What follows belongs to an exercise in optimizing a design on an open flow for small area, a short achievable clock period and few clock cycles per item; a production flow would make more cautious choices. RTL that was checked went through simulation tests only; none was proved equivalent to the original. No functional check of the RTL was part of run 5.

## design/flow/constraint.sdc

```tcl
create_clock -name core_clock -period 10.0 [get_ports {clk}]
set_input_delay 2.0000 -clock core_clock [delete_from_list [all_inputs] [get_ports {clk}]]
set_output_delay 2.0000 -clock core_clock [all_outputs]
set_load 0.01 [all_outputs]
```

## design/flow/standard.sh

```bash
#!/bin/bash
# synth_recipe.tcl (not shown) runs the flow's synth.tcl, then flattens the netlist and writes it again
# the make line also repeats each setting of config.mk as NAME=value (left out here)
make -C /OpenROAD-flow-scripts/flow DESIGN_CONFIG=/design/flow/config.mk WORK_HOME=/design/flow/orfs CLKGATE_MAP_FILE= SYNTH_SCRIPT=/design/flow/synth_recipe.tcl "${@:-finish}"
```

## design/flow/config.mk

```make
export PLATFORM = sky130hd
export DESIGN_NAME = bitcoin_hash
export DESIGN_NICKNAME = bitcoin_hash
export VERILOG_FILES = /design/flow/design.v
export SDC_FILE = /design/flow/constraint.sdc
export NUM_CORES = 8
export LEC_CHECK = 0
export ABC_AREA = 1
export CAP_MARGIN = 20
export CORE_MARGIN = 2
export CORE_UTILIZATION = 50
export CTS_CLUSTER_DIAMETER = 100
export CTS_CLUSTER_SIZE = 20
export PLACE_DENSITY = 0.8
export SETUP_SLACK_MARGIN = 5
export SLEW_MARGIN = 20
```

## design/flow/flow/run.sh

```bash
#!/bin/bash
# Layout with the standard flow (standard.sh), with these changes:
#  - synthesis skips the full-adder extraction (ADDER_MAP_FILE empty), so the
#    carry-save adders of the SHA-256 round map to faster XOR/majority logic;
#    synthesis script, passes, flattening and renaming are otherwise standard;
#  - optionally, ports are buffered with buf_2 cells.
set -euo pipefail
EXTRA="ADDER_MAP_FILE= SETUP_SLACK_MARGIN=6.5 'BUFFER_PORTS_ARGS=-buffer_cell sky130_fd_sc_hd__buf_2'"
sed "s|\"\${@:-finish}\"|$EXTRA \"\${@:-finish}\"|" standard.sh > standard_own.sh
grep -q 'SETUP_SLACK_MARGIN=6.5' standard_own.sh
bash standard_own.sh synth > synth.log 2>&1
bash standard_own.sh finish > layout.log 2>&1
```

## design/flow/design.v

```verilog
module bitcoin_hash(input logic        clk, reset_n, start,
                    input logic [15:0] message_addr, output_addr,
                   output logic        done, mem_we,
                   output logic [15:0] mem_addr,
                   output logic [31:0] mem_write_data,
                    input logic [31:0] mem_read_data);
function automatic [31:0] rotr(input [31:0] x, input integer r);
    rotr = (x >> r) | (x << (32 - r));
endfunction
localparam logic [2047:0] KTAB = {
    32'hc67178f2, 32'hbef9a3f7, 32'ha4506ceb, 32'h90befffa,
    32'h8cc70208, 32'h84c87814, 32'h78a5636f, 32'h748f82ee,
    32'h682e6ff3, 32'h5b9cca4f, 32'h4ed8aa4a, 32'h391c0cb3,
    32'h34b0bcb5, 32'h2748774c, 32'h1e376c08, 32'h19a4c116,
    32'h106aa070, 32'hf40e3585, 32'hd6990624, 32'hd192e819,
    32'hc76c51a3, 32'hc24b8b70, 32'ha81a664b, 32'ha2bfe8a1,
    32'h92722c85, 32'h81c2c92e, 32'h766a0abb, 32'h650a7354,
    32'h53380d13, 32'h4d2c6dfc, 32'h2e1b2138, 32'h27b70a85,
    32'h14292967, 32'h06ca6351, 32'hd5a79147, 32'hc6e00bf3,
    32'hbf597fc7, 32'hb00327c8, 32'ha831c66d, 32'h983e5152,
    32'h76f988da, 32'h5cb0a9dc, 32'h4a7484aa, 32'h2de92c6f,
    32'h240ca1cc, 32'h0fc19dc6, 32'hefbe4786, 32'he49b69c1,
    32'hc19bf174, 32'h9bdc06a7, 32'h80deb1fe, 32'h72be5d74,
    32'h550c7dc3, 32'h243185be, 32'h12835b01, 32'hd807aa98,
    32'hab1c5ed5, 32'h923f82a4, 32'h59f111f1, 32'h3956c25b,
    32'he9b5dba5, 32'hb5c0fbcf, 32'h71374491, 32'h428a2f98};
localparam logic [31:0] IV0 = 32'h6a09e667, IV1 = 32'hbb67ae85, IV2 = 32'h3c6ef372, IV3 = 32'ha54ff53a,
                        IV4 = 32'h510e527f, IV5 = 32'h9b05688c, IV6 = 32'h1f83d9ab, IV7 = 32'h5be0cd19;
function automatic [63:0] csa(input [31:0] x, input [31:0] y, input [31:0] z);
    csa = {x ^ y ^ z, ((x & y) | (x & z) | (y & z)) << 1};
endfunction
function automatic [31:0] add_sk(input [31:0] x, input [31:0] y);
    logic [31:0] gg, pp, g2, p2;
    gg = x & y;
    pp = x | y;
    for (int l = 0; l < 5; l++) begin
        g2 = gg; p2 = pp;
        for (int i = 0; i < 32; i++)
            if ((i >> l) & 1) begin
                g2[i] = gg[i] | (pp[i] & gg[((i >> l) << l) - 1]);
                p2[i] = pp[i] & pp[((i >> l) << l) - 1];
            end
        gg = g2; pp = p2;
    end
    add_sk = (x ^ y) ^ {gg[30:0], 1'b0};
endfunction
function automatic [31:0] add_bk(input [31:0] x, input [31:0] y);
    logic [31:0] gg, pp;
    gg = x & y;
    pp = x ^ y;
    for (int l = 0; l < 5; l++)
        for (int i = 0; i < 32; i++)
            if (((i + 1) % (2 << l)) == 0) begin
                gg[i] = gg[i] | (pp[i] & gg[i - (1 << l)]);
                pp[i] = pp[i] & pp[i - (1 << l)];
            end
    for (int l = 3; l >= 0; l--)
        for (int i = 0; i < 32; i++)
            if (((i + 1) % (2 << l)) == (1 << l) && i >= (2 << l)) begin
                gg[i] = gg[i] | (pp[i] & gg[i - (1 << l)]);
                pp[i] = pp[i] & pp[i - (1 << l)];
            end
    add_bk = (x ^ y) ^ {gg[30:0], 1'b0};
endfunction
logic [31:0] a, b, c, d, e, f, g, h;
logic [31:0] w [0:15];
logic [31:0] ra [0:3];
logic [31:0] re [0:3];
logic [31:0] m;
logic        busy;       
logic        pro;        
logic [7:0]  tau;        
logic [3:0]  nonce;
logic        we_r;
logic        done_r;     
logic [15:0] addr_r;
assign done           = done_r;
assign mem_we         = we_r;
assign mem_addr       = addr_r;
assign mem_write_data = c;
logic        busy_n, pro_n, we_n;
logic [7:0]  tau_n;
logic [3:0]  nonce_n;
always_comb begin
    busy_n = busy; pro_n = pro; tau_n = tau + 8'd1; nonce_n = nonce;
    we_n = 1'b0;
    if (!busy) begin
        tau_n = 8'd0;
        pro_n = 1'b1;
        nonce_n = 4'd0;
        if (start) busy_n = 1'b1;
    end else if (pro) begin
        if (tau == 8'd81) begin pro_n = 1'b0; tau_n = 8'd0; end
    end else begin
        if (tau == 8'd133) we_n = 1'b1;
        if (tau == 8'd134 && nonce == 4'd15) busy_n = 1'b0;
        if (tau == 8'd135) begin
            tau_n = 8'd0;
            nonce_n = nonce + 4'd1;
        end
    end
end
localparam SEL_RND = 2'd0, SEL_ROT = 2'd1, SEL_IV = 2'd2, SEL_MID = 2'd3;
typedef struct packed {
    logic [1:0] asel;       
    logic       emit_w;     
    logic       emit_r;     
    logic       yzero;      
    logic [1:0] wsel;       
    logic [2:0] wc;         
    logic       kz1;        
    logic       kfold;      
    logic       kiv;        
    logic       tp;         
    logic       aload;      
    logic       awr;        
    logic [1:0] ainc;       
} ctrl_t;
function automatic ctrl_t decode(input logic bz, input logic pr, input logic [7:0] t);
    ctrl_t r;
    r = '0;
    r.asel = SEL_ROT;
    r.tp = t[0];            
    if (!bz) begin
        r.aload = 1'b1;
    end else if (pr) begin
        if (t == 8'd71) r.aload = 1'b1;
        if (t == 8'd72) r.ainc = 2'd1;
        if (t >= 8'd2 && t <= 8'd17) r.wsel = 2'd1;
        if (t == 8'd1 || t == 8'd9) r.asel = SEL_IV;
        if (t >= 8'd2 && t <= 8'd5) begin r.emit_r = 1'b1; r.yzero = 1'b1; end
        if (t == 8'd8 || t == 8'd80) r.kz1 = 1'b1;
        if (t == 8'd9) r.kiv = 1'b1;
        if (t >= 8'd10 && t <= 8'd73) r.asel = SEL_RND;
        if (t >= 8'd74 && t <= 8'd77) r.emit_r = 1'b1;
        if (t >= 8'd78) r.asel = SEL_MID;
        if (t >= 8'd74 && t <= 8'd76) r.wsel = 2'd1;
        if (t >= 8'd77) r.wsel = 2'd2;
        if (t == 8'd78) r.wc = 3'd2;         
    end else begin
        if (t <= 8'd63) r.asel = SEL_RND;
        if (t >= 8'd64 && t <= 8'd67) r.emit_w = 1'b1;
        if (t == 8'd67) begin r.asel = SEL_IV; r.kiv = 1'b1; end
        if (t == 8'd66 || t == 8'd134) r.kz1 = 1'b1;
        if (t == 8'd130) r.kfold = 1'b1;
        if (t >= 8'd68 && t <= 8'd131) r.asel = SEL_RND;
        if (t >= 8'd132) r.asel = SEL_MID;
        if (t == 8'd125) r.aload = 1'b1;
        if (t == 8'd126) r.ainc = 2'd1;
        if (t == 8'd132) begin r.aload = 1'b1; r.awr = 1'b1; end
        if (t == 8'd133) r.ainc = 2'd2;
        if (t <= 8'd7) begin r.wsel = 2'd2; r.wc = (t == 8'd7) ? 3'd3 : 3'd0; end
        if (t >= 8'd68 && t <= 8'd75) begin
            r.wsel = 2'd2;
            r.wc = (t == 8'd68) ? 3'd2 : (t == 8'd75) ? 3'd4 : 3'd0;
        end
        if (t >= 8'd128 && t <= 8'd130) r.wsel = 2'd1;
        if (t >= 8'd131) begin
            r.wsel = 2'd2;
            r.wc = (t == 8'd131) ? 3'd1 : (t == 8'd132) ? 3'd2 : 3'd0;
        end
    end
    decode = r;
endfunction
ctrl_t ct, ct_n;
assign ct_n = decode(busy, pro_n, tau_n);
always_ff @(posedge clk, negedge reset_n) begin
    if (!reset_n) begin
        busy   <= 1'b0;
        done_r <= 1'b1;
        we_r   <= 1'b0;
    end else begin
        busy   <= busy_n;
        done_r <= ~busy_n;
        we_r   <= we_n;
    end
end
always_ff @(posedge clk) begin
    pro   <= pro_n;
    tau   <= tau_n;
    nonce <= nonce_n;
    ct    <= ct_n;
end
logic [5:0] kidx;       
logic [31:0] kr;        
logic [3:0] wnonce;     
always_ff @(posedge clk) begin
    kidx   <= ct_n.kz1 ? 6'd0 : kidx + 6'd1;
    kr     <= ct_n.kfold ? 32'hc67178f2 + IV0 : ct_n.kiv ? 32'h428a2f98 + IV7 : KTAB[32*kidx +: 32];
    wnonce <= pro ? 4'd0 : nonce + 4'd1;
end
wire [31:0] s1  = rotr(e, 6) ^ rotr(e, 11) ^ rotr(e, 25);
wire [31:0] ch  = (e & f) ^ (~e & g);
wire [31:0] s0  = rotr(a, 2) ^ rotr(a, 13) ^ rotr(a, 22);
wire [31:0] maj = (a & b) ^ (a & c) ^ (b & c);
wire [31:0] c1s, c1c, c2s, c2c, c3s, c3c, e1s, e1c, e2s, e2c;
wire [31:0] chm = (e & (f ^ m)) | (~e & (g ^ m));           
wire [31:0] mj  = (a & (b | c)) | (~a & (b & c));           
assign c1s = chm ^ mj;
assign c1c = ((m & (ch | mj)) | (~m & (ch & mj))) << 1;     
assign {c2s, c2c} = csa(c1s, c1c, s0);
assign {c3s, c3c} = csa(c2s, c2c, s1);
wire [31:0] fmd = f ^ m ^ d, gmd = g ^ m ^ d;
wire [31:0] fmc = (f & m) | (f & d) | (m & d), gmc = (g & m) | (g & d) | (m & d);
assign e1s = (e & fmd) | (~e & gmd);         
assign e1c = ((e & fmc) | (~e & gmc)) << 1;
assign {e2s, e2c} = csa(e1s, e1c, s1);
wire        rnd   = (ct.asel == SEL_RND);
wire [31:0] a_cy  = add_sk(c3s, c3c) ^ c3s ^ c3c;
wire [31:0] e_cy  = add_sk(e2s, e2c) ^ e2s ^ e2c;
wire [31:0] m1s, m1c;
assign {m1s, m1c} = csa(w[9], g & {32{~ct.kiv}}, kr);
wire [31:0] sg0 = rotr(w[1], 7) ^ rotr(w[1], 18) ^ (w[1] >> 3);
wire [31:0] sg1 = rotr(w[14], 17) ^ rotr(w[14], 19) ^ (w[14] >> 10);
wire [31:0] n1s, n1c, n2s, n2c;
assign {n1s, n1c} = csa(sg1, w[9], sg0);
assign {n2s, n2c} = csa(n1s, n1c, w[0]);
wire [31:0] w_next = add_bk(n2s, n2c);
wire [31:0] xa = ct.tp ? c : a;
wire [31:0] xe = ct.tp ? g : e;
wire [31:0] sum_a = add_bk(xa, ra[3] & {32{~ct.yzero}});
wire [31:0] sum_e = add_bk(xe, re[3] & {32{~ct.yzero}});
wire [31:0] mid_a = ct.tp ? ra[2] : ra[0];
wire [31:0] mid_e = ct.tp ? re[2] : re[0];
logic [31:0] wconst, w_in, a_in, e_in, a_oth, e_oth;
always_comb begin
    case (ct.wc)
    3'd1:    wconst = {28'd0, wnonce};
    3'd2:    wconst = 32'h80000000;
    3'd3:    wconst = 32'd640;
    3'd4:    wconst = 32'd256;
    default: wconst = 32'd0;
    endcase
    if (ct.emit_w) w_in = sum_e;
    else case (ct.wsel)
    2'd0:    w_in = w_next;
    2'd1:    w_in = mem_read_data;
    default: w_in = wconst;
    endcase
    case (ct.asel)
    SEL_IV:  begin a_oth = IV0; e_oth = IV4; end
    SEL_MID: begin a_oth = mid_a; e_oth = mid_e; end
    default: begin a_oth = d; e_oth = h; end
    endcase
    a_in = (rnd ? c3s ^ c3c : a_oth) ^ (a_cy & {32{rnd}});
    e_in = (rnd ? e2s ^ e2c : e_oth) ^ (e_cy & {32{rnd}});
end
wire ivl = (ct.asel == SEL_IV);
always_ff @(posedge clk) begin
    a <= a_in; b <= ivl ? IV1 : a; c <= ivl ? IV2 : b; d <= ivl ? IV3 : c;
    e <= e_in; f <= ivl ? IV5 : e; g <= ivl ? IV6 : f; h <= ivl ? IV7 : g;
    for (int i = 0; i < 15; i++) w[i] <= w[i+1];
    w[11] <= ct.emit_w ? sum_a : w[12];
    w[15] <= w_in;
    ra[0] <= ct.emit_r ? sum_a : ra[3]; ra[1] <= ra[0]; ra[2] <= ra[1]; ra[3] <= ra[2];
    re[0] <= ct.emit_r ? sum_e : re[3]; re[1] <= re[0]; re[2] <= re[1]; re[3] <= re[2];
    m <= add_bk(m1s, m1c);
    addr_r <= ct.aload ? (ct.awr ? output_addr : message_addr)
                       : addr_r + ((ct.ainc == 2'd1) ? 16'd16 : (ct.ainc == 2'd2) ? {12'd0, nonce} : 16'd1);
end
endmodule
```

==> results.txt, run 1 <==
# setup viols final=0; Clock Skew=about 42 ps; die width=roughly 330 um; worst hold path startpoint=w[4][11]; Final Critical Period=approximately 3500 ps; CTS tree=built; CP Launch Type=register; Synth async-reset ratio=0.2620%; number of synthesized flops with an enable pin=0; Chip Height=approximately 330 um; Yosys warning count=4; Final Hold Slack=~310 ps; final net count=~7600; RR Endpoint=kr[13]; H-tree depth=3; pin count of the biggest net entering global routing=88; synthesized area per cell=~7 sq um; # DRC=0; gpl congestion=approximately 1.0; CTS root buffer=clkbuf_16; status=finished clean; fin crit share=34.89%; crit path kind=reg2reg; worst reg2reg path depth=10; initial antenna violation count=3; synth-to-layout area growth=10.34%; total gr overflow=0; Layout Cells excl Fill=around 8900; Synth cell types=75; Hold Crit Depth=0; Reg-to-Reg Start=kidx[1]; Core ar.=105000 sq um; clock latency (worst-skew pair)=between 600 and 700 ps; WL/cell=19.43 um; Starting Density=roughly half; Detail Route Antenna Nets=0; Synth Cell Area=52800 sq um; clk buf depth=3; Synth Instances=7426; Synth top cells by count=nand2_1, dfxtp_1, inv_1, nor2_1, o21ai_0; number of buffers added on ports=roughly 120; Reg clk slew, reported paths=80 ps; TNS Setup=0 ps; IO Pins=roughly 120; Seq cells post-synth=roughly 1100; all-layer global routing usage=a little under a third; Yosys top cell by area=dfxtp_1; Fillers=just under 10000; reg-to-reg slack, setup=~6500 ps; first-pass GRT wire length=approximately 250 mm; Critical Path Start=kidx[1]; ys flop type=dfxtp_1; vias in the first global route=roughly 44000; DR iter-0 viols=between 4000 and 5000; Yosys top cell area share=43.30%; Total Wirelength=roughly 170 mm; first-pass detailed-route iteration total=8; MaxCap Viol Count=0; share of cells above drive strength 1=10.27%; Tightest Pin Transition=about 1300 ps; Via density=between 5 and 6; Max FO, Critical Path=11; RSZ-0062 raised after global routing=true; Hold Crit Class=reg2reg; TritonCTS buffer count=70; Cells after DPL=slightly below 9000; fmax=0.2866 GHz; Worst EP arrival=slightly above 4000 ps; worst relative slew slack=approximately 14%; DIE AREA=108200 sq um; post-synthesis sequential area ratio=between 40% and 50%; Hold Crit Endpoint=w[3][11]; CP Capture Type=register; Final HPWL DP=about 130 mm; hold_buf cts=0; Core Rows=roughly 120; Fin. Hold Viols=0; CTS sink cnt=1145; Slew Limit Fails=0; Crit path required time=~11000 ps; net count after synthesis=7493; Via Count=48462; Area contributors post-synth=dfxtp_1, nand2_1, inv_1; most numerous cell in the Yosys netlist=nand2_1
[registers in the layout (all words and copies together) (netlist names), 8 cells and up]
signal,cells
a,32
addr_r,16
b,32
c,32
ct,15
d,32
e,32
f,32
g,32
h,32
kr,32
m,32
ra,128
re,128
tau,8
w,512
[metal layers]
layer	part of all wire, %	global-route usage [%]	up-vias
met5	0.0075	0	-
met4	6.8	18.24	2
li1	-	-	23350
met3	9.5	5.606	465
met1	38	37.91	22506
met2	45	49.71	2139
[cell usage in the layout (no fill, tap or decap), types with 74 or more instances in the layout]
cell,count
a21oi_1,230
buf_2,116
buf_4,75
clkbuf_16,76
dfxtp_1,1032
dfxtp_2,74
inv_1,931
nand2_1,2180
nand3_1,400
nor2_1,546
o21ai_0,438
or2_2,100
xnor2_1,158
xor2_1,332
[cell type report]
type                       instances  area, sq um  area share, %
multi-input combinational       5099        26110          44.82
tap                             1391         1740          2.988
clock buffer                      77         1852          3.179
sequential                      1145        23170          39.77
antenna                            3        7.507        0.01289
clock inverter                    10        151.4         0.2599
inverter                         987         3740          6.420
timing repair inverter             1        8.758        0.01503
timing repair buffer             207         1480          2.541
[worst max path at each step]
stage	end	cells after the start
4_1_cts	w[15][31]	29
3_5_place_dp	w[15][31]	23
2_1_floorplan	a[21]	24
3_3_place_gp	w[15][31]	23
6_report	kr[13]	10
5_1_grt	w[15][31]	27
[kinds of logic after synthesis]
kind of cell | share of synthesized area (%)
fa+ha+maj | 0.01896
compound gates | 11.52
xor+xnor | 8.749
flops | 43.45
buf+inv | 8.685
simple gates | 27.58
[timing repair]
action                                  CTS  global route
gates cloned                              3             6
endpoints found under the setup margin  163           168
gates resized for setup                  55           306
pin swaps                                 1            35
setup buffers                             2            51
[through the flow]
step | instance area, sq um | worst slack (ps) | utilization (%)
after floorplan | 52800 | 7175 | -
after global placement | 54510 | 5608 | 51.93
after detailed placement | 54510 | 5532 | 51.93
after CTS | 56770 | 6490 | 54.08
after global routing | 58250 | 6349 | 55.49
final | 58250 | 6511 | 55.50
[worst max-delay path, cell delays in order, from the launching register on]
cell and delay [ps]:
dfxtp_1 640, inv_1 260, nor2_1 790, inv_1 170
nor2_1 700, nor2_1 100, nand2_1 100, nand2_1 60
a32oi_1 400, o21ai_0 160, inv_1 70
Testbench counts, summed over its fixed seeds: cycles 90,320, hashes 640.
==> inputs of run 2 (changes only) <==
--- a/design/flow/config.mk
+++ b/design/flow/config.mk
@@ -8,7 +8,7 @@
 export ABC_AREA = 1
 export CAP_MARGIN = 20
 export CORE_MARGIN = 2
-export CORE_UTILIZATION = 50
+export CORE_UTILIZATION = 40
 export CTS_CLUSTER_DIAMETER = 100
 export CTS_CLUSTER_SIZE = 20
 export PLACE_DENSITY = 0.8
==> run 2 against run 1 <==
Net effect: still clean; register-to-register slack hardly changed; synthesized area stayed put; critical path depth is 6 higher; utilization is 11 points lower; fmax hardly changed; die area is 25% higher; non-clock buffer count is 20 lower; largest cell class unchanged.
==> results.txt, run 2 <==
status=finished clean; first-pass detailed-route iteration total=6 (-2); worst reg2reg path depth=16 (+6); Worst EP arrival=4070 ps (-20 ps); vias in the first global route=43824 (-0.72%); Tightest Pin Transition=1012 ps (-285.2 ps); total gr overflow=0 (unchanged); RSZ-0062 raised after global routing=true; Final HPWL DP=132.1 mm (+1.3%); Hold Crit Class=reg2reg; CP Launch Type=register; Via Count=48197 (-0.55%); DR iter-0 viols=4673 (+0.19%); Critical-path top delay cell=xor2_1; Chip Height=367.3 um (+12%); worst stage delay on the critical path=600 ps (-190 ps); net count after synthesis=7493 (unchanged); Synth async-reset ratio=0.2620% (unchanged); highest-count cells in the layout ignoring fill and taps=nand2_1, dfxtp_1, inv_1; Slew Limit Fails=0 (unchanged); Yosys top cell area share=43.30% (unchanged); Reg clk slew, reported paths=90 ps (about the same); IO Pins=117 (unchanged); clk buf depth=3 (unchanged); clock latency (worst-skew pair)=700 ps (+30 ps); crit path kind=reg2reg; fin crit share=34.88% (about the same); all-layer global routing usage=24.30% (-6.3 points); share of cells above drive strength 1=9.880% (-0.39 points); TNS Setup=0 ps (unchanged); Area contributors post-synth=dfxtp_1, nand2_1, inv_1; Total Wirelength=174.2 mm (+0.49%); TritonCTS buffer count=68 (-2.9%); Core Rows=133 (+12%); Clock Skew=45.83 ps (+3.522 ps); most numerous cell in the Yosys netlist=nand2_1; die width=367.3 um (+12%); Crit path required time=10590 ps (about the same); Detail Route Antenna Nets=0 (unchanged); Critical Path Start=e[2]; Hold Crit Depth=0 (unchanged); crit-path leading delay family=compound AO/OA/AOI/OAI gates; worst relative slew slack=32.43% (+19 points); Fin. Hold Viols=0 (unchanged); Via density=5.208 (-4.1%); MaxCap Viol Count=0 (unchanged); Synth top cells by count=nand2_1, dfxtp_1, inv_1, nor2_1, o21ai_0; # setup viols final=0 (unchanged); Final Critical Period=3488 ps (-0.3300 ps); number of synthesized flops with an enable pin=0 (unchanged); initial antenna violation count=4 (+1); most used cell, CP=nand2_1; Core ar.=131300 sq um (+25%); WL/cell=18.82 um (-3.1%); CP Capture Type=register; Yosys top cell by area=dfxtp_1; Biggest register=w; synth-to-layout area growth=10.36% (about the same); Synth Instances=7426 (unchanged); Crit path depth=16 (+6); number of buffers added on ports=116 (unchanged); Seq cells post-synth=1145 (unchanged); Cell Chain, Critical Path=xor2_1, xor2_1, inv_1, o21ai_0, nor2_1, inv_1, a21oi_1, a31oi_1, inv_2, a21oi_4, buf_4, nand2_8, nand2_1, nand2_1, nand3b_1, nand2_1; CTS tree=built; Reg-to-Reg Start=e[2]; Starting Density=40.21% (-10 points); Max FO, Critical Path=8 (-3); CTS sink cnt=1145 (unchanged); Synth Cell Area=52800 sq um (unchanged); Largest regs=w (512), ra (128), re (128); # DRC=0 (unchanged); ys flop type=dfxtp_1; ANT cells=0 (-3); DIE AREA=134900 sq um (+25%); Worst Path Buf+Inv=4 (+1); first-pass GRT wire length=251.7 mm (about the same); final net count=7555 (-0.30%); post-synthesis sequential area ratio=43.45% (unchanged); CTS root buffer=clkbuf_16; worst hold path startpoint=w[3][20]; pin count of the biggest net entering global routing=85 (-3.4%); fmax=0.2867 GHz (about the same); most common cell after layout, fill and taps aside=nand2_1; synthesized area per cell=7.110 sq um (unchanged); max reg flops=512 (unchanged); final design utilization=44.38% (-11 points); gpl congestion=0.9980 (-1.6%); H-tree depth=3 (unchanged); Synth cell types=75 (unchanged); Yosys warning count=4 (unchanged)
==> run 2: cell count changes in the layout (fill, tap and decap cells not counted), sizes merged, moves of 2 or more <==
cell | before | now
bufbuf | 3 | 1
diode | 3 | 0
clkbuf | 80 | 76
buf | 201 | 182
==> run 2: worst reg2reg max path, delay by kind of cell, from the launching register on <==
kind                   cells  cell delay (ps)
AO/OA/AOI/OAI              4              950
XOR/XNOR                   2              840
buffers and inverters      4              570
flip-flops                 1              470
AND/OR/NAND/NOR            6              580
==> run 2: what timing repair did <==
action / in CTS / in global routing
setup endpoints to repair: 174 / 140
gates resized for setup: 51 / 287
setup buffers: 5 / 31
pin swaps: 0 / 25
gates cloned: 1 / 6
hold buffers: 0 / 0
==> run 2: final timing paths <==
| check | to | slack (ps) |
|---|---|---|
| max | e[19] | 6510 |
| min in group asynchronous | we_r | 1080 |
| min reg2reg | w[2][20] | 310 |
| min | w[2][20] | 310 |
| max reg2reg | e[19] | 6510 |
| max in group asynchronous | done_r | 8720 |
==> run 2: logic make-up (layout without fill, tap and decap cells) <==
group                    after synthesis  after routing  share of synthesized area [%]
AND/OR/NAND/NOR                     3509           3510                          27.58
buffers and inverters               1184           1257                          8.685
flip-flops                          1145           1145                          43.45
AO/OA/AOI/OAI                       1063           1063                          11.52
XOR/XNOR                             524            524                          8.749
adder cells (fa/ha/maj)                1              1                        0.01896
==> run 2: metal layers <==
layer | share of wire [%] | track usage (%) | up-vias
met3 | 9.2 | 4.720 | 441
met4 | 5.6 | 12.59 | 6
met2 | 45 | 39.52 | 1977
met5 | 0.025 | 0 | -
met1 | 40 | 30.49 | 22513
li1 | - | - | 23260
==> run 2: stage by stage <==
| stage | instances | hold slack (ps) | instance area (sq um) | setup WS, ps |
|---|---|---|---|---|
| 6_report | 9255 | 308.6 | 58270 | 6512 |
| 5_1_grt | 9255 | 322.5 | 58270 | 6405 |
| 4_1_cts | 9217 | 317.3 | 57050 | 6457 |
| 3_5_place_dp | 9129 | 312.1 | 54940 | 5128 |
| 3_3_place_gp | 9129 | 309.6 | 54940 | 5211 |
| 2_1_floorplan | 7426 | 309.6 | 52800 | 7175 |
==> run 2: final cells by class <==
type | instances | area, sq um
well taps | 1755 | 2196
repair buffers | 187 | 1325
flip-flops and latches | 1145 | 23140
multi-input cells | 5098 | 26010
inverters | 987 | 3735
fillers | 12826 | 73030
clock buffers | 72 | 1748
clock inverters | 10 | 106.4
repair inverters | 1 | 8.758
==> inputs of run 3 (changes only) <==
--- a/design/flow/config.mk
+++ b/design/flow/config.mk
@@ -9,8 +9,8 @@
 export CAP_MARGIN = 20
 export CORE_MARGIN = 2
 export CORE_UTILIZATION = 40
-export CTS_CLUSTER_DIAMETER = 100
-export CTS_CLUSTER_SIZE = 20
+export CTS_CLUSTER_DIAMETER = 80
+export CTS_CLUSTER_SIZE = 28
 export PLACE_DENSITY = 0.8
 export SETUP_SLACK_MARGIN = 5
 export SLEW_MARGIN = 20
==> run 3 against run 2 <==
Net effect: synthesized area unchanged; worst setup slack better by 50 ps; via count down 0.51%; global-route usage fell by 0.20 points; fmax grew 1.4%; still clean on timing, DRC and antenna; die area is the same; highest routed layer is now met4.
==> results.txt, run 3 <==
hold_buf cts=0 (unchanged); Synth top cells by count=nand2_1, dfxtp_1, inv_1, nor2_1, o21ai_0; reg-to-reg slack, setup=6560 ps (+50 ps); gpl congestion=0.9980 (unchanged); Fin. Hold Viols=0 (unchanged); ys flop type=dfxtp_1; H-tree depth=2 (-1); initial antenna violation count=2 (-2); top sig layer=met4; clk buf depth=3 (unchanged); Layout Cells excl Fill=9254 (-0.011%); net count after synthesis=7493 (unchanged); status=finished clean; # setup viols final=0 (unchanged); synthesized area per cell=7.110 sq um (unchanged); CP Capture Type=register; MaxCap Viol Count=0 (unchanged); RSZ-0062 raised after global routing=true; share of cells above drive strength 1=10.11% (+0.23 points); Tightest Pin Transition=1260 ps (+247.8 ps); Slew Limit Fails=0 (unchanged); PnR worst setup slack=6561 ps (+49.54 ps); Metal-1 WL=69.89 mm (-0.31%); number of synthesized flops with an enable pin=0 (unchanged); most used cell, CP=nand2_1; DR iter-0 viols=4752 (+1.7%); Via Count=47951 (-0.51%); Detail Route Antenna Nets=0 (unchanged); Reg clk slew, reported paths=110 ps (+20 ps); Area contributors post-synth=dfxtp_1, nand2_1, inv_1; wire length on met3=16.05 mm (-0.12%); Max FO, Critical Path=43 (+35); Via density=5.182 (-0.50%); all-layer global routing usage=24.10% (-0.20 points); Hold Crit Class=reg2reg; WL/cell=18.76 um (-0.30%); Crit path required time=10570 ps (-20 ps); number of buffers added on ports=116 (unchanged); Final Critical Period=3439 ps (-49.54 ps); TNS Setup=0 ps (unchanged); vias in the first global route=43684 (-0.32%); Core ar.=131300 sq um (unchanged); Cells after DPL=9129 (unchanged); post-synthesis sequential area ratio=43.45% (unchanged); pre-CTS setup slack=5128 ps (unchanged); Yosys warning count=4 (unchanged); Yosys top cell by area=dfxtp_1; Yosys top cell area share=43.30% (unchanged); worst relative slew slack=16.00% (-16 points); first-pass detailed-route iteration total=6 (unchanged); pin count of the biggest net entering global routing=85 (unchanged); Seq cells post-synth=1145 (unchanged); total gr overflow=0 (unchanged); crit-path leading delay family=simple AND/OR/NAND/NOR gates; # DRC=0 (unchanged); clock latency (worst-skew pair)=720 ps (+20 ps); Largest regs=w (512), ra (128), re (128); fin crit share=34.39% (-0.50 points); Starting Density=40.21% (unchanged); TritonCTS buffer count=54 (-21%); Synth cell types=75 (unchanged); Cell Chain, Critical Path=buf_8, buf_12, buf_12, nand2_1, o21ai_0, a21o_1, nand2_1, nor4_1, nand2_1, nand2_1, nand2_1, nand2_1, xor2_1, o21ai_0; Core Rows=133 (unchanged); highest-count cells in the layout ignoring fill and taps=nand2_1, dfxtp_1, inv_1; fmax=0.2908 GHz (+1.4%); CTS root buffer=clkbuf_16; final net count=7543 (-0.16%); synth-to-layout area growth=10.15%; Final HPWL DP=132.1 mm (unchanged); most common cell after layout, fill and taps aside=nand2_1; Worst Path Buf+Inv=3 (-1); worst stage delay on the critical path=620 ps (+20 ps); first-pass GRT wire length=250.9 mm (-0.33%); Synth async-reset ratio=0.2620% (unchanged); crit path kind=reg2reg; CTS sink cnt=1145 (unchanged); Synth Instances=7426 (unchanged); Biggest register=w; CTS tree=built; Critical-path top delay cell=nor4_1; most numerous cell in the Yosys netlist=nand2_1; die width=367.3 um (unchanged); Worst EP arrival=4000 ps (-70 ps); Total Wirelength=173.6 mm (-0.31%); Clock Skew=55.27 ps (+9.443 ps); Synth Cell Area=52800 sq um (unchanged); max reg flops=512 (unchanged); CP Launch Type=register; IO Pins=117 (unchanged); Chip Height=367.3 um (unchanged); DIE AREA=134900 sq um (unchanged); met2 wire length=78.12 mm (about the same)
run 3: logic make-up after synthesis:
family / synth area share (%)
buf+inv: 8.685
fa+ha+maj: 0.01896
xor+xnor: 8.749
flops: 43.45
compound gates: 11.52
simple gates: 27.58
run 3: final cells by class:
cell class / count / area [sq um]
flip-flops and latches: 1145 / 23170
repair buffers: 189 / 1320
clock inverters: 22 / 327.8
diodes: 1 / 2.502
fillers: 12829 / 73140
well taps: 1755 / 2196
repair inverters: 1 / 8.758
inverters: 987 / 3736
multi-input cells: 5098 / 26000
clock buffers: 56 / 1390
run 3: final timing paths:
check / startpoint / endpoint / depth (start not counted)
max: tau[0] / w[11][21] / 14
min: w[15][5] / w[14][5] / 0
max reg2reg: tau[0] / w[11][21] / 14
min reg2reg: w[15][5] / w[14][5] / 0
max in group asynchronous: reset_n / done_r / 1
min in group asynchronous: reset_n / we_r / 1
run 3: through the flow:
step / instance area [sq um] / hold slack (ps) / util (%)
2_1_floorplan: 52800 / 309.6 / -
3_3_place_gp: 54940 / 309.6 / 41.85
3_5_place_dp: 54940 / 312.1 / 41.85
4_1_cts: 56910 / 312.3 / 43.35
5_1_grt: 58150 / 317.4 / 44.29
6_report: 58150 / 305.8 / 44.29
run 3: layer usage:
layer / track usage (%) / vias to the layer above
met5: 0 / -
met4: 11.95 / 0
met3: 4.157 / 402
met2: 39.45 / 1986
met1: 30.56 / 22281
li1: - / 23282
run 3: worst register-to-register path, delay by kind of cell (launching register included):
kind                   cells  cell delay (ps)
AO/OA/AOI/OAI              3              460
XOR/XNOR                   1              550
buffers and inverters      3              610
AND/OR/NAND/NOR            7             1290
flip-flops                 1              420
run 3: timing repair:
item,CTS,global route
setup endpoints to repair,174,138
buffers inserted,6,33
gates resized for setup,53,307
cloned,1,6
pin swaps,0,27
==> inputs of run 4 (changes only) <==
--- a/design/flow/config.mk
+++ b/design/flow/config.mk
@@ -10,7 +10,7 @@
 export CORE_MARGIN = 2
 export CORE_UTILIZATION = 40
 export CTS_CLUSTER_DIAMETER = 80
-export CTS_CLUSTER_SIZE = 28
+export CTS_CLUSTER_SIZE = 24
 export PLACE_DENSITY = 0.8
 export SETUP_SLACK_MARGIN = 5
 export SLEW_MARGIN = 20
==> run 4 against run 3 <==
Net effect: still clean on timing, DRC and antenna; sequential cell count is the same; design area grew 0.15%; routed wire length fell by 0.20%; fmax is 0.94% higher; via count shrank 0.19%; first-iteration DRC count shrank 4.0%; final cell count about the same; worst setup slack improved by 32 ps.
==> results.txt, run 4 <==
total gr overflow=0 (unchanged); Finished Cell Area=58240 sq um (+0.15%); placed cell area=54940 sq um (unchanged); Starting Density=40.21% (unchanged); Final HPWL DP=132.1 mm (unchanged); synth-to-layout area growth=10.32%; status=finished clean; Crit path required time=8000 ps (-2570 ps); clock latency (worst-skew pair)=720 ps (about the same); worst stage delay on the critical path=490 ps (-130 ps); first-pass detailed-route iteration total=9 (+3); CTS tree=built; Hold Crit Class=reg2reg; synthesized area per cell=7.110 sq um (unchanged); highest-count cells in the layout ignoring fill and taps=nand2_1, dfxtp_1, inv_1; Detail Route Antenna Nets=0 (unchanged); most numerous cell in the Yosys netlist=nand2_1; worst relative slew slack=29.92% (+14 points); Synth async-reset ratio=0.2620% (unchanged); initial antenna violation count=4 (+2); Worst Path Buf+Inv=1 (-2); share of cells above drive strength 1=10.06% (-0.045 points); fmax=0.2935 GHz (+0.94%); Seq cells post-synth=1145 (unchanged); Yosys warning count=4 (unchanged); Core ar.=131300 sq um (unchanged); Worst EP arrival=1410 ps (-2590 ps); crit-path leading delay family=flip-flops; max reg flops=512 (unchanged); Area contributors post-synth=dfxtp_1, nand2_1, inv_1; CP Capture Type=output port; fin crit share=34.07% (-0.32 points); number of synthesized flops with an enable pin=0 (unchanged); RSZ-0062 raised after global routing=true; Clock Skew=51.88 ps (-3.390 ps); CTS root buffer=clkbuf_16; IO Pins=117 (unchanged); Synth cell types=75 (unchanged); all-layer global routing usage=24.07% (-0.027 points); pin count of the biggest net entering global routing=85 (unchanged); CTS sink cnt=1145 (unchanged); Biggest register=w; crit path kind=reg2out; Synth top cells by count=nand2_1, dfxtp_1, inv_1, nor2_1, o21ai_0; CP Launch Type=register; vias in the first global route=43757 (+0.17%); Layout Cells excl Fill=9258 (+0.043%); # setup viols final=0 (unchanged); # DRC=0 (unchanged); Fin. Hold Viols=0 (unchanged); Cells after DPL=9129 (unchanged); die width=367.3 um (unchanged); Cell Chain, Critical Path=buf_2; Max FO, Critical Path=5 (-88%); ys flop type=dfxtp_1; WL/cell=18.72 um (-0.25%); Tightest Pin Transition=1050 ps (-210.2 ps); first-pass GRT wire length=250.7 mm (about the same); TNS Setup=0 ps (unchanged); Synth Instances=7426 (unchanged); post-synthesis sequential area ratio=43.45% (unchanged); Largest regs=w (512), ra (128), re (128); Slew Limit Fails=0 (unchanged); DR iter-0 viols=4564 (-4.0%); MaxCap Viol Count=0 (unchanged); clk buf depth=3 (unchanged); Core Rows=133 (unchanged); net count after synthesis=7493 (unchanged); gpl congestion=0.9980 (unchanged); H-tree depth=2 (unchanged); Via density=5.169 (-0.23%); number of buffers added on ports=116 (unchanged); Synth Cell Area=52800 sq um (unchanged); final net count=7549 (+0.080%); Critical-path top delay cell=dfxtp_1; Yosys top cell area share=43.30% (unchanged); TritonCTS buffer count=59 (+9.3%); most common cell after layout, fill and taps aside=nand2_1; DIE AREA=134900 sq um (unchanged); Total Wirelength=173.3 mm (-0.20%); Final Critical Period=3407 ps (-31.94 ps); Via Count=47859 (-0.19%); Yosys top cell by area=dfxtp_1; Reg clk slew, reported paths=100 ps (about the same); Chip Height=367.3 um (unchanged)
==> run 4: cell types whose count changed in the layout (fill, tap and decap cells not counted), moves of 3 or more <==
cell       before   now
dfxtp_4        37    33
inv_16          6     0
clkbuf_16      59    63
clkbuf_1        0     3
dfxtp_1      1030  1033
nand3_1       392   388
nand3_2        31    36
==> run 4: worst paths after layout <==
path / cells past startpoint / to / slack, ps / startpoint
setup reg to reg: 28 / w[15][31] / 6620 / tau[0]
hold / removal: 0 / w[14][5] / 300 / w[15][5]
hold reg to reg: 0 / w[14][5] / 300 / w[15][5]
setup / recovery: 1 / mem_write_data[22] / 6590 / c[22]
max in group asynchronous: 1 / done_r / 8720 / reset_n
min in group asynchronous: 1 / we_r / 1090 / reset_n
==> run 4: per-stage QoR <==
step | hold slack, ps | worst slack [ps] | util (%)
2_1_floorplan | 309.6 | 7175 | -
3_3_place_gp | 309.6 | 5211 | 41.85
3_5_place_dp | 312.1 | 5128 | 41.85
4_1_cts | 305.6 | 6451 | 43.39
5_1_grt | 307.4 | 6372 | 44.36
6_report | 297.2 | 6593 | 44.36
==> run 4: repair_timing <==
item,CTS,global route
gates cloned,1,6
resized for setup,52,301
endpoints found under the setup margin,173,136
buffers inserted,6,33
pin swaps,0,30
hold buffers,0,0
==> run 4: logic make-up after synthesis <==
kind of cell	after synthesis	synth area share (%)
AO/OA/AOI/OAI	1063	11.52
XOR/XNOR	524	8.749
adder cells (fa/ha/maj)	1	0.01896
buffers and inverters	1184	8.685
flip-flops	1145	43.45
AND/OR/NAND/NOR	3509	27.58
==> run 4: final cells by class <==
| class | count | area, sq um |
|---|---|---|
| Fill cell | 12813 | 73050 |
| Antenna cell | 1 | 2.502 |
| Clock buffer | 63 | 1501 |
| Tap cell | 1755 | 2196 |
| Clock inverter | 18 | 270.3 |
| Timing Repair Buffer | 190 | 1343 |
| Sequential cell | 1145 | 23160 |
| Timing Repair inverter | 1 | 8.758 |
| Multi-Input combinational cell | 5098 | 26030 |
| Inverter | 987 | 3736 |
==> run 4: per-layer routing <==
metal,track usage [%],vias up,routed length (um)
met1,30.42,22224,69610
met3,4.252,412,16270
met2,39.49,1931,77910
li1,-,23288,-
met4,11.86,4,9463
met5,0,-,23
==> inputs of run 5 (changes only) <==
--- a/design/flow/design.v
+++ b/design/flow/design.v
@@ -62,7 +62,8 @@
             end
     add_bk = (x ^ y) ^ {gg[30:0], 1'b0};
 endfunction
-logic [31:0] a, b, c, d, e, f, g, h;
+logic [31:0] a, bn, c, dn, e, fn, g, hn;
+wire  [31:0] b = ~bn, d = ~dn, f = ~fn, h = ~hn;
 logic [31:0] w [0:15];
 logic [31:0] ra [0:3];
 logic [31:0] re [0:3];
@@ -247,8 +248,8 @@
 end
 wire ivl = (ct.asel == SEL_IV);
 always_ff @(posedge clk) begin
-    a <= a_in; b <= ivl ? IV1 : a; c <= ivl ? IV2 : b; d <= ivl ? IV3 : c;
-    e <= e_in; f <= ivl ? IV5 : e; g <= ivl ? IV6 : f; h <= ivl ? IV7 : g;
+    a <= a_in; bn <= ~(ivl ? IV1 : a); c <= ivl ? IV2 : b; dn <= ~(ivl ? IV3 : c);
+    e <= e_in; fn <= ~(ivl ? IV5 : e); g <= ivl ? IV6 : f; hn <= ~(ivl ? IV7 : g);
     for (int i = 0; i < 15; i++) w[i] <= w[i+1];
     w[11] <= ct.emit_w ? sum_a : w[12];
     w[15] <= w_in;
--- a/design/flow/config.mk
+++ b/design/flow/config.mk
@@ -9,8 +9,8 @@
 export CAP_MARGIN = 20
 export CORE_MARGIN = 2
 export CORE_UTILIZATION = 40
-export CTS_CLUSTER_DIAMETER = 80
-export CTS_CLUSTER_SIZE = 24
+export CTS_CLUSTER_DIAMETER = 100
+export CTS_CLUSTER_SIZE = 20
 export PLACE_DENSITY = 0.8
 export SETUP_SLACK_MARGIN = 5
 export SLEW_MARGIN = 20
==> run 5 against run 4 <==
Net effect: via count grew 1.4%; hold slack gained 20 ps; synthesized cell count shrank 0.97%; routed wire length grew 1.8%; register-to-register slack lost 110 ps; clock skew shrank 12 ps; utilization grew 0.62 points; worst setup slack lost 79 ps.
==> results.txt, run 5 <==
DR iter-0 viols=5405 (+18%); pre-CTS setup slack=5357 ps (+229.0 ps); crit path kind=reg2reg; initial antenna violation count=5 (+1); Synth Instances=7354 (-0.97%); synthesized area per cell=7.148 sq um (+0.54%); TNS Setup=0 ps (unchanged); Max FO, Critical Path=8 (+3); clock latency (worst-skew pair)=680 ps (-40 ps); Hold Crit Class=reg2reg; ys flop type=dfxtp_1; Hold Crit Depth=0 (unchanged); Detail Route Antenna Nets=0 (unchanged); most common cell after layout, fill and taps aside=nand2_1; Seq cells post-synth=1145 (unchanged); Total Wirelength=176.3 mm (+1.8%); Core ar.=131000 sq um (-0.25%); Synth top cells by count=nand2_1, dfxtp_1, inv_1, nor2_1, o21ai_0; Via density=5.282 (+2.2%); Slew Limit Fails=0 (unchanged); synth-to-layout area growth=12.06%; Fin. Hold Viols=0 (unchanged); CTS root buffer=clkbuf_16; Final HPWL DP=131.5 mm (-0.46%); Synth Cell Area=52570 sq um (-0.44%); IO Pins=117 (unchanged); Critical-path top delay cell=dfxtp_4; Synth cell types=74 (-1.3%); PnR worst setup slack=6514 ps (-78.69 ps); Chip Height=366.5 um (-0.22%); worst reg2reg path depth=21 (-25%); Biggest register=w; CTS sink cnt=1145 (unchanged); status=finished clean; # DRC=0 (unchanged); net count after synthesis=7421 (-0.96%); worst stage delay on the critical path=400 ps (-90 ps); CP Launch Type=register; worst relative slew slack=33.52% (+3.6 points); Reg-to-Reg Start=e[13]; MaxCap Viol Count=0 (unchanged); Final Critical Period=3486 ps (+78.69 ps); pin count of the biggest net entering global routing=81 (-4.7%); fin crit share=34.86% (+0.79 points); CTS tree=built; ANT cells=0 (-1); Hold Crit Endpoint=w[14][20]; final net count=7490 (-0.78%); Yosys top cell area share=43.49% (+0.19 points); clk buf depth=3 (unchanged); first-pass detailed-route iteration total=10 (+1); TritonCTS buffer count=70 (+19%); highest-count cells in the layout ignoring fill and taps=nand2_1, dfxtp_1, inv_1; Tightest Pin Transition=996.0 ps (-53.74 ps); vias in the first global route=44344 (+1.3%); RSZ-0062 raised after global routing=true; Reg clk slew, reported paths=100 ps (about the same); first-pass GRT wire length=255.7 mm (+2.0%); RR Endpoint=e[31]; all-layer global routing usage=24.69% (+0.62 points); number of synthesized flops with an enable pin=0 (unchanged); Area contributors post-synth=dfxtp_1, nand2_1, inv_1; total gr overflow=0 (unchanged); gpl congestion=0.9927 (-0.53%); Yosys top cell by area=dfxtp_1; # setup viols final=0 (unchanged); hold_buf cts=0 (unchanged); DIE AREA=134300 sq um (-0.43%); Yosys warning count=4 (unchanged); share of cells above drive strength 1=11.40% (+1.3 points); Starting Density=40.14% (-0.074 points); Via Count=48547 (+1.4%); reg-to-reg slack, setup=6510 ps (-110 ps); most used cell, CP=nand2_2; Worst EP arrival=4060 ps (+2650 ps); Clock Skew=39.45 ps (-12.43 ps); CP Capture Type=register; Synth async-reset ratio=0.2620% (unchanged); H-tree depth=3 (+1); Crit path required time=10570 ps (+2570 ps); number of buffers added on ports=116 (unchanged); WL/cell=19.18 um (+2.5%); Core Rows=133 (unchanged); Finished Cell Area=58910 sq um (+1.1%); die width=366.5 um (-0.22%); max reg flops=512 (unchanged); most numerous cell in the Yosys netlist=nand2_1; fmax=0.2869 GHz (-2.3%); post-synthesis sequential area ratio=43.64% (+0.19 points); worst hold path startpoint=w[15][20]; Cell Chain, Critical Path=xnor2_1, xor2_2, inv_1, xor2_1, inv_1, nand2_2, nand2_2, nand2_2, nand2_1, nand2_2, o21ai_2, nand2_2, nand3_4, nand2_4, o21ai_4, a21oi_4, buf_6, o21ai_4, nand2_2, nand2_2, nand2_2; Largest regs=w (512), ra (128), re (128); placed cell area=54540 sq um (-0.74%)
[run 5: cell families (layout without fill, tap and decap cells)]
| kind of cell | count (synthesis) | in the layout | synth area share, % |
|---|---|---|---|
| buffers and inverters | 1144 | 1224 | 8.552 |
| flip-flops | 1145 | 1145 | 43.64 |
| XOR/XNOR | 530 | 530 | 8.931 |
| AO/OA/AOI/OAI | 1065 | 1066 | 11.83 |
| AND/OR/NAND/NOR | 3470 | 3471 | 27.05 |
[run 5: how the worst max path moves through the flow]
| stage | from | endpoint | slack [ps] | cells after the start |
|---|---|---|---|---|
| after floorplan | e[7] | a[26] | 7140 | 26 |
| after global placement | tau[0] | w[11][31] | 5460 | 24 |
| after detailed placement | tau[0] | w[11][31] | 5360 | 24 |
| after CTS | tau[0] | w[11][31] | 6480 | 25 |
| after global routing | g[2] | e[31] | 6330 | 24 |
| final | e[13] | e[31] | 6510 | 21 |
[run 5: area by class of cell]
class | instances | area [sq um]
well taps | 1755 | 2196
multi-input cells | 5067 | 26360
fillers | 12799 | 72060
clock inverters | 10 | 126.4
repair buffers | 228 | 1707
clock buffers | 75 | 1823
repair inverters | 1 | 8.758
inverters | 910 | 3478
flip-flops and latches | 1145 | 23210
[run 5: timing repair]
action                                 CTS  global route
pin swaps                                8            70
buffers inserted                        17            57
cloned                                   3             6
setup endpoints to repair              242           152
gates resized for setup                 93           406
endpoints found under the hold margin    0             0
[run 5: stage by stage]
stage / util, % / std cells / hold slack, ps
4_1_cts: 43.52 / 9128 / 311.1
3_3_place_gp: 41.64 / 9023 / 309.6
3_5_place_dp: 41.64 / 9023 / 312.1
6_report: 44.98 / 9191 / 316.7
2_1_floorplan: - / 7354 / 309.6
5_1_grt: 44.98 / 9191 / 319.8
[run 5: per-layer routing]
| metal | wire length [um] | GRT usage [%] | part of all wire (%) | up-vias |
|---|---|---|---|---|
| li1 | - | - | - | 23180 |
| met4 | 12890 | 15.57 | 7.3 | 0 |
| met5 | 0 | 0 | 0 | - |
| met2 | 77980 | 39.53 | 44 | 2256 |
| met3 | 17040 | 4.315 | 9.7 | 556 |
| met1 | 68410 | 30.76 | 39 | 22555 |
[run 5: worst max-delay path: cells and delay by family (launching register included)]
kind	cells	cell delay, ps
AND/OR/NAND/NOR	11	860
XOR/XNOR	3	860
AO/OA/AOI/OAI	4	820
buffers and inverters	3	430
flip-flops	1	400

-- re-timing with driven ports --
No port has a modelled driver above. Below, the same layouts with a new extraction and two added sets of constraints.
Step 1 assumes that a clkbuf_16 drives the clock port and a buf_2 every other input.
Step 2, shift: input delay + t, output delay - t, t = (earliest + latest rising clock arrival at the registers) / 2. This alone moves slack from input paths to output paths.
Three values: ideal ports, drivers, drivers and shift; two values: the first two.
run | t (ns) | slack for setup (ns) | worst setup path after step 2 | pins driven straight from the clock port
run 1 | 0.732 | 6.511 / 6.511 / 6.456 | input to register | 1
run 2 | 0.752 | 6.512 / 6.512 / 6.512 | register to register | 1
run 3 | 0.758 | 6.561 / 6.540 / 6.473 | input to register | 1
run 4 | 0.766 | 6.593 / 6.521 / 6.617 | register to register | 1
run 5 | 0.736 | 6.514 / 6.514 / 6.514 | register to register | 1
After both steps setup and hold are still met in every run listed. For run 3, which loses most, drivers alone change the setup slack by -0.021 ns; drivers and shift together by -0.088 ns.
